Background: an optimization exercise with open tools, aiming at small area, a short achievable clock period and few clock cycles. Do not read the settings as production practice. In this exercise RTL edits were held to simulation tests only and were not proved equivalent to the original. Power figures rest on the tool's default switching activity, not on a simulated workload.

Setup of exp/maple:
==> flow/design.v (excerpt) <==
module CHIP (	clk,
				rst_n,
				mem_read_D,
				mem_write_D,
				mem_addr_D,
				mem_wdata_D,
				mem_rdata_D,
				mem_ready_D,
				mem_read_I,
				mem_write_I,
				mem_addr_I,
				mem_wdata_I,
				mem_rdata_I,
				mem_ready_I,
				DCACHE_addr,
				DCACHE_wdata,
				DCACHE_wen,
				DCACHE_stall
			);
Settings: LEC_CHECK=0, CAP_MARGIN=60, CORE_MARGIN=2, CORE_UTILIZATION=55, CTS_CLUSTER_DIAMETER=80, CTS_CLUSTER_SIZE=20, PLACE_DENSITY=0.7, SLEW_MARGIN=60; clock period 11.0 ns.
standard.sh (not shown) runs the stock make flow with config.mk's settings and CLKGATE_MAP_FILE= SYNTH_SCRIPT=/design/flow/synth_recipe.tcl, a recipe that flattens the netlist after the stock synthesis.
==> flow/flow/run.sh <==
#!/bin/bash
# Layout flow: the standard ORFS flow (standard.sh), with the standard
# synthesis unchanged, port buffers of buf_2 cells and a larger setup margin
# for ORFS's timing repair in the later steps. Each step's full output goes
# to its own log in this folder (and ORFS's per-step logs under orfs/logs).
set -uo pipefail
bash standard.sh synth > synth.log 2>&1 || exit 1
bash standard.sh SETUP_SLACK_MARGIN=7 "BUFFER_PORTS_ARGS=-buffer_cell sky130_fd_sc_hd__buf_2" finish > layout.log 2>&1 || exit 1
Every stage of the flow completed for exp/maple, and the final layout passed the timing, design-rule and antenna checks.
Testbench counts of exp/maple, summed over its fixed seeds: cycles 375,983.
### exp/maple -> exp/harbor
- TNS_END_PERCENT newly set to 20
- PLACE_DENSITY removed (was 0.7)
- CORE_UTILIZATION changed from 55 to 50
[summary]
- Final period demand of the worst path for exp/harbor: 0.025 ns down relative to exp/maple
- Comparing exp/maple and exp/harbor, the lower routed metal-1 wirelength was measured on exp/maple.
- Summary: with exp/maple as the reference, clock power in exp/harbor moved up slightly.
- There was hardly any difference in design area between exp/harbor and exp/maple.
- Between exp/harbor and exp/maple, the sequential share of cell area figures differ only marginally.
- Setup slack: exp/harbor more than exp/maple
- Flip-flop and latch count: exp/harbor vs exp/maple, no meaningful difference
- Worst-margin pin slew, exp/maple and exp/harbor: smaller value in exp/harbor
- The combined flip-flop and latch cell area of exp/harbor and that of exp/maple are within noise of each other.
Changes in exp/tundra relative to exp/harbor:
- PLACE_DENSITY: unset -> 0.7
- CORE_UTILIZATION: 50 -> 55
[summary]
exp/tundra: all stages complete, timing, DRC and antenna checks passed
Between exp/tundra and exp/harbor, it is exp/tundra whose post-cts repair resize count is higher, by 17%.
From exp/harbor to exp/tundra the numbers moved as follows: number of non-clock buffers in the layout has decreased; post-route total power has decreased; total detailed-routing wirelength has decreased.
Input changes introduced in exp/onyx (baseline for comparison: exp/tundra):
- TNS_END_PERCENT changed from 20 to 5
- CORE_UTILIZATION changed from 55 to 50
- PLACE_DENSITY removed (was 0.7)
--- outcome ---
- Final sum of negative setup slack: exp/onyx vs exp/tundra identical
- [compare] base=exp/tundra new=exp/onyx: part of the power in combinational logic closely matched the old numbers; initial antenna violation count increased by 14% relative to the old numbers; post-layout total power went up.
For exp/zinc, these inputs were changed with respect to exp/onyx:
- clearing TNS_END_PERCENT, which used to be 5
Notes after the runs:
- Diff exp/onyx -> exp/zinc: internal portion of total power shrank by 1.3%, part of the total power dissipated in combinational logic held steady, synthesized-area fraction occupied by ao, oa, aoi and oai cells held steady, met2 track demand over resource in global routing grew by 0.19 points, clock-buffer cell count shrank by 16.
- exp/zinc ended up with i_RISCV.ID_instr[20] as its launching element of the worst setup path; exp/onyx ended up with i_RISCV.ID_instr[19].
- Comparing exp/onyx and exp/zinc, the lower slack of the worst reg-to-reg path was measured on exp/onyx.

========
CHIP, a different RTL version from the one above (not shown whole).
Size: about 8000 cells after synthesis, ~2100 flip-flops, about 640 I/O pins, roughly 100000 um2 of cells after synthesis.
export LEC_CHECK = 0
export CAP_MARGIN = 60
export CORE_MARGIN = 2
export CORE_UTILIZATION = 60
export CTS_CLUSTER_DIAMETER = 80
export CTS_CLUSTER_SIZE = 20
export SLEW_MARGIN = 60
create_clock -name core_clock -period 11.0 [get_ports {clk}]
Scripts as last shown in full above: flow/flow/run.sh
The starting point passed the timing, design-rule and antenna checks.
Testbench counts at the start, summed over its fixed seeds: cycles 378,604.
Edit:
--- a/flow/config.mk
+++ b/flow/config.mk
@@ -6,8 +6,8 @@
 export NUM_CORES = 8
 export LEC_CHECK = 0
-export CAP_MARGIN = 60
+export CAP_MARGIN = 20
 export CORE_MARGIN = 2
-export CORE_UTILIZATION = 60
+export CORE_UTILIZATION = 50
 export CTS_CLUSTER_DIAMETER = 80
 export CTS_CLUSTER_SIZE = 20
-export SLEW_MARGIN = 60
+export SLEW_MARGIN = 20
After rerunning:
- setup slack improves by 33 ps
- non-clock buffer count shrinks by 37
- power went up by 0.76%
- routed wire length came out higher by 7.9%
- synthesized area stays the same
- maximum frequency came out higher by 0.79%
- synthesized cell count stays the same
- count of clock-buffer cells in the layout went up by 2
- cell area hardly moves

========
## P
Starting RTL as in the previous note.
Design CHIP, start of the top module:
module CHIP (	clk,
				rst_n,
				mem_read_D,
				mem_write_D,
				mem_addr_D,
				mem_wdata_D,
				mem_rdata_D,
				mem_ready_D,
				mem_read_I,
				mem_write_I,
				mem_addr_I,
				mem_wdata_I,
				mem_rdata_I,
				mem_ready_I,
				DCACHE_addr,
				DCACHE_wdata,
				DCACHE_wen,
				DCACHE_stall
			);
==> flow/config.mk <==
export PLATFORM = sky130hd
export DESIGN_NAME = CHIP
export DESIGN_NICKNAME = CHIP
export VERILOG_FILES = /design/flow/design.v
export SDC_FILE = /design/flow/constraint.sdc
export NUM_CORES = 8
export LEC_CHECK = 0
export CAP_MARGIN = 60
export CORE_MARGIN = 2
export CORE_UTILIZATION = 55
export CTS_CLUSTER_DIAMETER = 80
export CTS_CLUSTER_SIZE = 20
export PLACE_DENSITY = 0.7
export SLEW_MARGIN = 60
==> flow/constraint.sdc <==
create_clock -name core_clock -period 11.0 [get_ports {clk}]
set_input_delay 2.2000 -clock core_clock [delete_from_list [all_inputs] [get_ports {clk}]]
set_output_delay 2.2000 -clock core_clock [all_outputs]
set_load 0.01 [all_outputs]
Scripts as last shown in full above: flow/flow/run.sh
No stage failed in P, and the final checks on the layout all came back clean.
Testbench counts of P, summed over its fixed seeds: cycles 378,604.
## Diff of input files: Q against P
Settings: a deleted PLACE_DENSITY that had been 0.7; a change of CORE_UTILIZATION from 55 to 50.
==> run notes <==
- Taking P as the reference, in Q via count of the first global-routing pass comparable, number of buffers added for setup after CTS now larger, area growth from synthesis to layout now larger, final critical-path share of the clock period comparable, maximum vdd ir drop now larger.
- Per the comparison of Q with P, reported leakage power now sits higher; normalized max-slew margin now sits lower; design area now sits higher; clock distribution area overhead in the final layout now sits at about the same level; worst stage delay on the critical path now sits higher.
- In the flow results for P and Q, the final core utilization is smaller on Q.

separate check: timing with driven ports:
The flow's constraints put no driver on any port. The routed layouts listed below were extracted and timed again, unchanged, in two steps. Step 1: set_driving_cell puts a clkbuf_16 on clk and a buf_2 on each other input, an assumption about the parent block. Step 2 adds t to the input delays and takes it off the output delays; t is the mean of the earliest and latest rising clock arrival at the registers after step 1. Input paths then give back, and output paths get back, about the clock's delay inside the block. a / b / c = no drivers / after step 1 / after step 2; a / b = the first two.
run	t, ns	setup slack, ns	clock arrival spread, ns	pins driven straight from the clock port
exp/maple	0.932	6.849 / 6.849 / 6.102	0.055 / 0.055	1
exp/harbor	0.948	6.874 / 6.784 / 5.968	0.062 / 0.061	1
exp/tundra	0.927	6.629 / 6.629 / 5.858	0.066 / 0.066	1
exp/onyx	0.933	6.799 / 6.799 / 5.913	0.049 / 0.049	1
exp/zinc	0.938	6.885 / 6.885 / 6.054	0.063 / 0.063	1
the first run of note 2	0.956	6.768 / 6.768 / 6.024	0.059 / 0.058	1
the second run of note 2	0.933	6.801 / 6.801 / 6.028	0.059 / 0.059	1
P	0.943	6.916 / 6.854 / 6.097	0.061 / 0.060	1
Q	0.930	6.907 / 6.883 / 6.105	0.060 / 0.059	1
After both steps setup and hold are still met in every run listed. The setup slack of exp/harbor, which loses most, moves by -0.090 ns with the drivers and by -0.906 ns with both steps.
